This design comes from an exercise in tuning for small area on the open sky130 flow, not from production work. The RTL was checked by simulation tests, not by an equivalence proof against the original design. No activity file was given, so power comes from the tool's default toggle rates.

## job 101
// fpu
module fpu(
    input  logic [31:0] op_A_in,
    input  logic [31:0] op_B_in,
    input  logic clock100KHz,
    input  logic reset,
    output logic [31:0] data_out,
    output logic [3:0]  status_out
);
Settings: LEC_CHECK=0, ABC_AREA=1, CAP_MARGIN=20, CORE_MARGIN=2, CORE_UTILIZATION=40, SLEW_MARGIN=20; clock period 10.0 ns.
standard.sh (not shown) runs the stock make flow with config.mk's settings and CLKGATE_MAP_FILE= SYNTH_SCRIPT=/design/flow/synth_recipe.tcl, a recipe that flattens the netlist after the stock synthesis.
==> flow/flow/run.sh <==
#!/bin/bash
set -euo pipefail
rm -rf scripts
cp -r "$FLOW_HOME/scripts" scripts
cp flow/abc_area.script scripts/abc_area.script
export SCRIPTS_DIR="$PWD/scripts"
export BUFFER_PORTS_ARGS="-buffer_cell sky130_fd_sc_hd__buf_1"
export CTS_ARGS="-sink_clustering_enable -repair_clock_nets -buf_list sky130_fd_sc_hd__clkbuf_4 -root_buf sky130_fd_sc_hd__clkbuf_4 -sink_clustering_size 8 -sink_clustering_max_diameter 30 -dont_use_dummy_load"
bash standard.sh > standard.log 2>&1
==> flow/flow/abc_area.script <==
strash; dc2; dch -f; amap -m; topo
Here is what was changed in the inputs of job 102 compared with job 101.
==> flow/run.sh (new file) <==
#!/bin/bash
# synth_recipe.tcl (not shown) runs the flow's synth.tcl, then flattens the netlist and writes it again
# the make line also repeats each setting of config.mk as NAME=value (left out here)
make -C /OpenROAD-flow-scripts/flow DESIGN_CONFIG=/design/flow/config.mk WORK_HOME=/design/flow/orfs CLKGATE_MAP_FILE= SYNTH_SCRIPT=/design/flow/synth_recipe.tcl finish
removed: flow/flow/run.sh
removed: flow/flow/abc_area.script
removed: flow/standard.sh
## What came out
Looking at the reports, job 101 completed the entire flow and the layout it produced met the timing, design-rule and antenna checks.
The final layout from job 102, which completed every stage, passed the timing, design-rule and antenna checks at the end of the flow.
Taking job 101 as the reference, in job 102 via count now sits higher; non-clock buffer share of cell area now sits higher; share of synthesized area occupied by flip-flops and latches now sits lower.
Internal portion of total power, job 102 vs job 101: up by more than a quarter
Design area (job 102 / job 101): 1.4
The worst reg2reg path depth reported for job 102 is smaller than that of job 101 by 3.
Post-synthesis instance total, job 102 vs job 101: up by more than a quarter
Job 102 ends up with a number of ordinary and repair buffers in the finished layout that is 2.0% higher than in job 101.
### job 102 -> job 103
==> flow/flow/run.sh (new file) <==
#!/bin/bash
set -euo pipefail
rm -rf scripts
cp -r "$FLOW_HOME/scripts" scripts
cp flow/abc_area.script scripts/abc_area.script
export SCRIPTS_DIR="$PWD/scripts"
export BUFFER_PORTS_ARGS="-buffer_cell sky130_fd_sc_hd__buf_1"
export CTS_ARGS="-sink_clustering_enable -repair_clock_nets -buf_list sky130_fd_sc_hd__clkbuf_4 -root_buf sky130_fd_sc_hd__clkbuf_4 -sink_clustering_size 6 -dont_use_dummy_load"
bash standard.sh > standard.log 2>&1
==> flow/flow/abc_area.script (new file) <==
strash; dc2; dch -f; amap -m; topo
==> flow/standard.sh (new file) <==
#!/bin/bash
# synth_recipe.tcl (not shown) runs the flow's synth.tcl, then flattens the netlist and writes it again
# the make line also repeats each setting of config.mk as NAME=value (left out here)
make -C /OpenROAD-flow-scripts/flow DESIGN_CONFIG=/design/flow/config.mk WORK_HOME=/design/flow/orfs CLKGATE_MAP_FILE= SYNTH_SCRIPT=/design/flow/synth_recipe.tcl "${@:-finish}"
removed: flow/run.sh
[summary]
Between job 102 and job 103, worst setup slack is lower for job 102, job 103 comes in above that. Looking at the reports, job 103 completed the entire flow and the layout it produced met the timing, design-rule and antenna checks. Of job 102 and job 103, the lower part of the total power dissipated in the clock network belongs to job 103. Job 103 has power in combinational cells below what job 102 had.
Modified inputs, job 104 compared to job 103
==> flow/flow/run.sh <==
#!/bin/bash
set -euo pipefail
rm -rf scripts
cp -r "$FLOW_HOME/scripts" scripts
cp flow/abc_area.script scripts/abc_area.script
export SCRIPTS_DIR="$PWD/scripts"
export BUFFER_PORTS_ARGS="-buffer_cell sky130_fd_sc_hd__buf_1"
bash standard.sh > standard.log 2>&1
--- outcome ---
Taking job 103 as the reference, in job 104 worst reg-to-reg path cell count +about 4.5%, iteration-0 DRC count of the detailed router now sits higher, number of clock buffer instances in the layout now sits higher. Job 104 vs job 103, timing endpoint of the critical path: k[4]$_DFF_P_ vs data_out[31].

* * *

The RTL this note starts from:
==> flow/design.v <==
module fpu(
    input  logic [31:0] op_A_in,
    input  logic [31:0] op_B_in,
    input  logic clock100KHz,
    input  logic reset,
    output logic [31:0] data_out,
    output logic [3:0]  status_out
);
    function automatic logic [6:0] add6(input logic [5:0] a, input logic [5:0] b, input logic ci);
        logic [6:0] s;
        logic       c;
        c = ci;
        for (int n = 0; n < 6; n++) begin
            s[n] = a[n] ^ b[n] ^ c;
            c    = (a[n] & b[n]) | (c & (a[n] ^ b[n]));
        end
        s[6] = c;
        add6 = s;
    endfunction
    function automatic logic [4:0] inc26(input logic [4:0] a);
        inc26 = (a[4] & a[3] & a[0]) ? 5'd0 : a + 5'd1;
    endfunction
    logic        sA, sB;
    logic [5:0]  eA, eB;
    logic [31:0] mA, mB;
    assign sA = op_A_in[31];
    assign eA = op_A_in[30:25];
    assign mA = {6'd0, eA != 6'd0, op_A_in[24:0]};
    assign sB = op_B_in[31];
    assign eB = op_B_in[30:25];
    assign mB = {6'd0, eB != 6'd0, op_B_in[24:0]};
    logic [6:0] x;
    logic       bt, big;
    logic [5:0] y;
    assign x   = add6(eB, ~eA, 1'b0);
    assign bt  = x[6];
    assign y   = bt ? x[5:0] : ~x[5:0];
    assign big = y[5] | (y[4] & y[3] & (y[2] | y[1] | (y[0] & bt)));
    logic bl;
    always_ff @(posedge clock100KHz)
        bl <= bt;
    logic [5:0] eL;
    assign eL = bl ? eB : eA;
    logic sub;
    assign sub = sA ^ sB;
    logic [4:0] i;
    always_ff @(posedge clock100KHz or negedge reset)
        if (!reset) i <= 5'd0;
        else        i <= inc26(i);
    logic first, last;
    assign first = (i == 5'd0);
    assign last  = i[4] & i[3] & i[0];    
    logic [4:0] j;
    logic       jw, wrap;
    always_ff @(posedge clock100KHz) begin
        if ((bt && i == 5'd24) || (!bt && last)) j <= big ? 5'd0 : y[4:0];
        else                                     j <= inc26(j);
        jw <= ~last & (jw | (j[4] & j[3] & j[0]));
    end
    assign wrap = jw | big;
    logic [4:0] iA, iB;
    logic       bA, bB, lb, sb, sbit, stk;
    assign iA = bl ? j : i;
    assign iB = bl ? i : j;
    assign bA = mA[iA];
    assign bB = mB[iB];
    assign lb = bl ? bB : bA;
    assign sb = bl ? bA : bB;
    assign sbit = sb & ~wrap;
    assign stk  = sb & wrap;
    logic cy, cin, s, cyn, t26;
    assign cin = first ? 1'b0 : cy;
    assign s   = lb ^ sbit ^ cin;
    assign cyn = (cin & ((lb ^ sub) | sbit)) | ((lb ^ sub) & sbit);
    assign t26 = ~sub & cyn;
    always_ff @(posedge clock100KHz)
        cy <= cyn;
    logic seen, sn, tn;
    assign sn = first ? 1'b0 : seen;
    assign tn = s ^ sn;
    always_ff @(posedge clock100KHz)
        seen <= sn | s;
    logic [4:0] off;
    logic       nz, rs, st, ng, spc;
    assign nz = ~(off == 5'd26);
    assign rs = (off == 5'd31);
    logic t;
    assign t = ng ? tn : s;
    logic [5:0] v;
    logic [6:0] er7;
    logic       ovf, unf, kill;
    assign v    = spc ? {5'd0, off[0]} : ~{off[4] & rs, off};
    assign er7  = add6(eL, v, 1'b1);
    assign ovf  = nz & ((eL == 6'd63) | (rs & eL == 6'd62));
    assign unf  = nz & ~rs & ~spc & ~er7[6];
    assign kill = ovf | unf;
    logic [4:0] zp_acc, zp_nxt, zn_acc, zn_nxt, off_new;
    logic       st_acc, st_nxt, k0;
    assign zp_nxt  = s  ? 5'd0 : first ? 5'd1 : zp_acc + 5'd1;
    assign zn_nxt  = tn ? 5'd0 : first ? 5'd1 : zn_acc + 5'd1;
    assign off_new = t26 ? 5'd31 : (sub & cyn) ? zn_nxt : zp_nxt;
    assign st_nxt = (first ? 1'b0 : st_acc) | stk | (k0 & t);
    always_ff @(posedge clock100KHz) begin
        zp_acc <= zp_nxt;
        zn_acc <= zn_nxt;
        st_acc <= st_nxt;
    end
    always_ff @(posedge clock100KHz)
        if (last) begin
            ng <= sub & cyn;
            off <= off_new;
            st <= st_nxt;
        end
    logic [4:0] k, ko;
    logic [6:0] ks;
    assign k0 = (k == 5'd0);
    assign ko = (off[4] & off[3] & off[1]) ? 5'd25 : off;    
    assign ks = add6({1'b0, i}, {1'b0, ko}, 1'b0);
    assign k  = (ks[5] | (ks[4] & ks[3] & (ks[2] | ks[1]))) ? ks[4:0] + 5'd6 : ks[4:0];
    logic rc, ceff;
    assign ceff = first ? 1'b0 : rc;
    always_ff @(posedge clock100KHz)
        rc <= k0 ? t : (ceff & t);
    logic [3:0] klo;
    logic [6:0] khi;
    assign klo = 4'd1 << k[1:0];
    assign khi = 7'd1 << k[4:2];
    logic [24:1] f;
    logic        spc_now, pend;
    assign spc_now = ceff & ~t;
    always_ff @(posedge clock100KHz) begin
        for (int n = 1; n < 23; n++)
            if (klo[n % 4] & khi[n / 4]) f[n] <= (t ^ ceff) & ~kill;
        pend <= t ^ ceff;
        if (klo[0] & khi[6]) begin
            f[23] <= (pend | spc_now) & ~kill;
            f[24] <= t & ~ceff & ~kill;
            spc   <= spc_now;
        end
    end
    logic sr;
    assign sr = (ng ^ bl) ? sB : sA;
    assign data_out   = {sr & ~kill, (nz & ~kill) ? er7[5:0] : 6'd0, f, 1'b0};
    assign status_out = ovf ? 4'b0100 : unf ? 4'b1000 : st ? 4'b0010 : 4'b0001;
endmodule
export LEC_CHECK = 0
export ABC_AREA = 1
export CAP_MARGIN = 20
export CORE_MARGIN = 2
export CORE_UTILIZATION = 60
export SLEW_MARGIN = 20
create_clock -name core_clock -period 10.0 [get_ports {clock100KHz}]
==> flow/flow/run.sh <==
#!/bin/bash
# The standard layout (standard.sh, with its standard synthesis script)
# with these changes to how the layout is made:
#  - adders are left to ABC too, instead of being mapped to the platform's
#    full- and half-adder cells first (ADDER_MAP_FILE empty).
#  - the buffer placed on every input and output port is the smallest one,
#    sky130_fd_sc_hd__buf_1.
#  - the clock tree is built from sky130_fd_sc_hd__clkbuf_4 without dummy
#    loads (all registers still get their clock through the tree's buffers).
# make's full output goes to standard.log; ORFS keeps each step's log under
# orfs/logs/.
set -euo pipefail
rm -rf scripts
cp -r "$FLOW_HOME/scripts" scripts
cp flow/abc_area.script scripts/abc_area.script
export SCRIPTS_DIR="$PWD/scripts"
export ADDER_MAP_FILE=
export BUFFER_PORTS_ARGS="-buffer_cell sky130_fd_sc_hd__buf_1"
export CTS_ARGS="-sink_clustering_enable -repair_clock_nets -buf_list sky130_fd_sc_hd__clkbuf_4 -root_buf sky130_fd_sc_hd__clkbuf_4 -sink_clustering_levels 1 -sink_clustering_size 6 -dont_use_dummy_load"
bash standard.sh > standard.log 2>&1
==> flow/flow/abc_area.script <==
strash; dc2; dch -f; amap -m; topo
The first run completed with no timing, DRC or antenna violations.
Edit:
--- a/flow/flow/run.sh
+++ b/flow/flow/run.sh
@@ -18,3 +18,3 @@
 export BUFFER_PORTS_ARGS="-buffer_cell sky130_fd_sc_hd__buf_1"
-export CTS_ARGS="-sink_clustering_enable -repair_clock_nets -buf_list sky130_fd_sc_hd__clkbuf_4 -root_buf sky130_fd_sc_hd__clkbuf_4 -sink_clustering_levels 1 -sink_clustering_size 6 -dont_use_dummy_load"
+export CTS_ARGS="-sink_clustering_enable -repair_clock_nets -buf_list sky130_fd_sc_hd__clkbuf_4 -root_buf sky130_fd_sc_hd__clkbuf_8 -tree_buf sky130_fd_sc_hd__clkbuf_4 -dont_use_dummy_load"
 bash standard.sh > standard.log 2>&1
After rerunning: The changed run finished with timing, DRC and antenna clean; synthesized cell count stays the same; non-clock buffer count is unchanged; routed wire length stays flat.
Edit:
--- a/flow/flow/run.sh
+++ b/flow/flow/run.sh
@@ -18,3 +18,3 @@
 export BUFFER_PORTS_ARGS="-buffer_cell sky130_fd_sc_hd__buf_1"
-export CTS_ARGS="-sink_clustering_enable -repair_clock_nets -buf_list sky130_fd_sc_hd__clkbuf_4 -root_buf sky130_fd_sc_hd__clkbuf_8 -tree_buf sky130_fd_sc_hd__clkbuf_4 -dont_use_dummy_load"
+export CTS_ARGS="-sink_clustering_enable -repair_clock_nets -buf_list sky130_fd_sc_hd__clkbuf_4 -root_buf sky130_fd_sc_hd__clkbuf_4 -dont_use_dummy_load"
 bash standard.sh > standard.log 2>&1
- CORE_UTILIZATION: 60 -> 50
After rerunning:
- register-to-register slack is better by 0.66 ns
- cell count grows by 1.7%
- clock-buffer cell count stays the same
- combinational power stays flat
- worst setup slack improved by 0.082 ns
- maximum frequency came out higher by 1.1%
- total power decreases by 4.9%
- global-route usage is lower by 5.5 points
- sequential cell count stays the same
- die area came out higher by 19%
- via count came out lower by 1.3%
Edit:
--- a/flow/flow/run.sh
+++ b/flow/flow/run.sh
@@ -18,3 +18,3 @@
 export BUFFER_PORTS_ARGS="-buffer_cell sky130_fd_sc_hd__buf_1"
-export CTS_ARGS="-sink_clustering_enable -repair_clock_nets -buf_list sky130_fd_sc_hd__clkbuf_4 -root_buf sky130_fd_sc_hd__clkbuf_4 -dont_use_dummy_load"
+export CTS_ARGS="-repair_clock_nets -buf_list sky130_fd_sc_hd__clkbuf_4 -root_buf sky130_fd_sc_hd__clkbuf_4 -dont_use_dummy_load"
 bash standard.sh > standard.log 2>&1
- CORE_UTILIZATION: 50 -> 60
The new run finished clean; routed wire length came out higher by about 0.35%; power came out lower by 0.62%; non-clock buffer count came out lower by 2; sequential power is about the same; area after synthesis stays the same; critical path depth came out lower by 10; cell area came out lower by about 0.6%.
Edit:
--- a/flow/flow/run.sh
+++ b/flow/flow/run.sh
@@ -18,3 +18,3 @@
 export BUFFER_PORTS_ARGS="-buffer_cell sky130_fd_sc_hd__buf_1"
-export CTS_ARGS="-repair_clock_nets -buf_list sky130_fd_sc_hd__clkbuf_4 -root_buf sky130_fd_sc_hd__clkbuf_4 -dont_use_dummy_load"
+export CTS_ARGS="-sink_clustering_enable -repair_clock_nets -buf_list sky130_fd_sc_hd__clkbuf_4 -root_buf sky130_fd_sc_hd__clkbuf_4 -distance_between_buffers 25 -dont_use_dummy_load"
 bash standard.sh > standard.log 2>&1
Outcome:
- routed wire length rises by 1.1%
- sequential power is about the same
- total power went up by 5.0%
- synthesized cell count is unchanged
- worst hold slack hardly moves
- fmax is about the same
- cell area rises by 1.1%
- combinational power is about the same
- setup slack degrades by 0.0086 ns
- global-route usage goes up by 0.54 points
- sequential share of layout area came out lower by 0.44 points

* * *

Another version of the RTL of fpu (not shown whole).
Size: roughly 100 I/O pins, roughly 3500 um2 of cells after synthesis.
Settings: LEC_CHECK=0, ABC_AREA=1, CAP_MARGIN=20, CORE_MARGIN=2, CORE_UTILIZATION=60, SLEW_MARGIN=20; clock period 10.0 ns.
==> flow/flow/run.sh <==
#!/bin/bash
# The standard layout (standard.sh, with its standard synthesis script)
# with these changes to how the layout is made:
#  - adders are left to ABC too, instead of being mapped to the platform's
#    full- and half-adder cells first (ADDER_MAP_FILE empty).
#  - the buffer placed on every input and output port is the smallest one,
#    sky130_fd_sc_hd__buf_1.
#  - the clock tree is built from sky130_fd_sc_hd__clkbuf_4 without dummy
#    loads (all registers still get their clock through the tree's buffers).
# make's full output goes to standard.log; ORFS keeps each step's log under
# orfs/logs/.
set -euo pipefail
rm -rf scripts
cp -r "$FLOW_HOME/scripts" scripts
cp flow/abc_area.script scripts/abc_area.script
export SCRIPTS_DIR="$PWD/scripts"
export ADDER_MAP_FILE=
export BUFFER_PORTS_ARGS="-buffer_cell sky130_fd_sc_hd__buf_1"
export CTS_ARGS="-sink_clustering_enable -repair_clock_nets -buf_list sky130_fd_sc_hd__clkbuf_4 -root_buf sky130_fd_sc_hd__clkbuf_4 -dont_use_dummy_load"
bash standard.sh > standard.log 2>&1
Scripts as last shown in full above: flow/flow/abc_area.script
Next try:
==> flow/flow/run.sh (replaced) <==
#!/bin/bash
set -euo pipefail
rm -rf scripts
cp -r "$FLOW_HOME/scripts" scripts
cp flow/abc_area.script scripts/abc_area.script
export SCRIPTS_DIR="$PWD/scripts"
export BUFFER_PORTS_ARGS="-buffer_cell sky130_fd_sc_hd__buf_1"
export CTS_ARGS="-sink_clustering_enable -repair_clock_nets -buf_list sky130_fd_sc_hd__clkbuf_4 -root_buf sky130_fd_sc_hd__clkbuf_4 -dont_use_dummy_load"
bash standard.sh > standard.log 2>&1
Effect: The changed run completed with no timing, DRC or antenna violations. Final cell count fell by 5.2%. Via count fell by 9.7%. Setup slack is worse by 150 ps. Hold slack is better by 31 ps. First-iteration DRC count fell by 6.7%. Wire length fell by 4.1%. Core utilization fell by 2.0 points. Synthesized area rose by about 3.3%.

==> port drivers added, routing unchanged <==
The results above use ideal ports. As a check the final layouts listed here were re-extracted and re-timed, cells and wires unchanged.
Step 1 sets driving cells, clkbuf_16 on the clock port and buf_2 on the other inputs (assumed; they add their load-dependent delay and slew).
Step 2 times the ports against the registers' clock, not the clock port: input delays grow and output delays shrink by t, the midpoint of the rising clock arrivals with the driver on.
a / b / c = ideal / step 1 / step 2; a / b = the first two.
run | shift t [ns] | setup slack, ns | slew at the worst register clock pin (ns) | worst data-port slew with drivers (ns) | pins driven straight from the clock port
job 101 | 0.424 | 2.634 / 2.614 / 2.228 | 0.12 / 0.12 | 0.04 | 1
job 102 | 0.361 | 1.862 / 1.838 / 1.838 | 0.06 / 0.06 | 0.04 | 1
job 103 | 0.424 | 2.634 / 2.614 / 2.228 | 0.12 / 0.12 | 0.04 | 1
job 104 | 0.366 | 2.609 / 2.613 / 2.246 | 0.08 / 0.08 | 0.04 | 1
the first run of note 2 | 0.410 | 2.679 / 2.646 / 2.374 | 0.12 / 0.12 | 0.04 | 1
the second run of note 2 | 0.352 | 2.663 / 2.626 / 2.400 | 0.07 / 0.07 | 0.04 | 1
the third run of note 2 | 0.416 | 2.745 / 2.751 / 2.335 | 0.12 / 0.12 | 0.04 | 1
the fourth run of note 2 | 0.410 | 2.679 / 2.646 / 2.374 | 0.12 / 0.12 | 0.04 | 1
the fifth run of note 2 | 0.586 | 2.671 / 2.636 / 2.368 | 0.12 / 0.12 | 0.04 | 1
the first run of note 3 | 0.425 | 2.491 / 2.490 / 2.065 | 0.10 / 0.10 | 0.03 | 1
the second run of note 3 | 0.410 | 2.340 / 2.321 / 2.173 | 0.10 / 0.10 | 0.04 | 1
After both steps setup and hold are still met in every run listed. The setup slack of the first run of note 3, which loses most, moves by -0.001 ns with the drivers and by -0.426 ns with both steps.
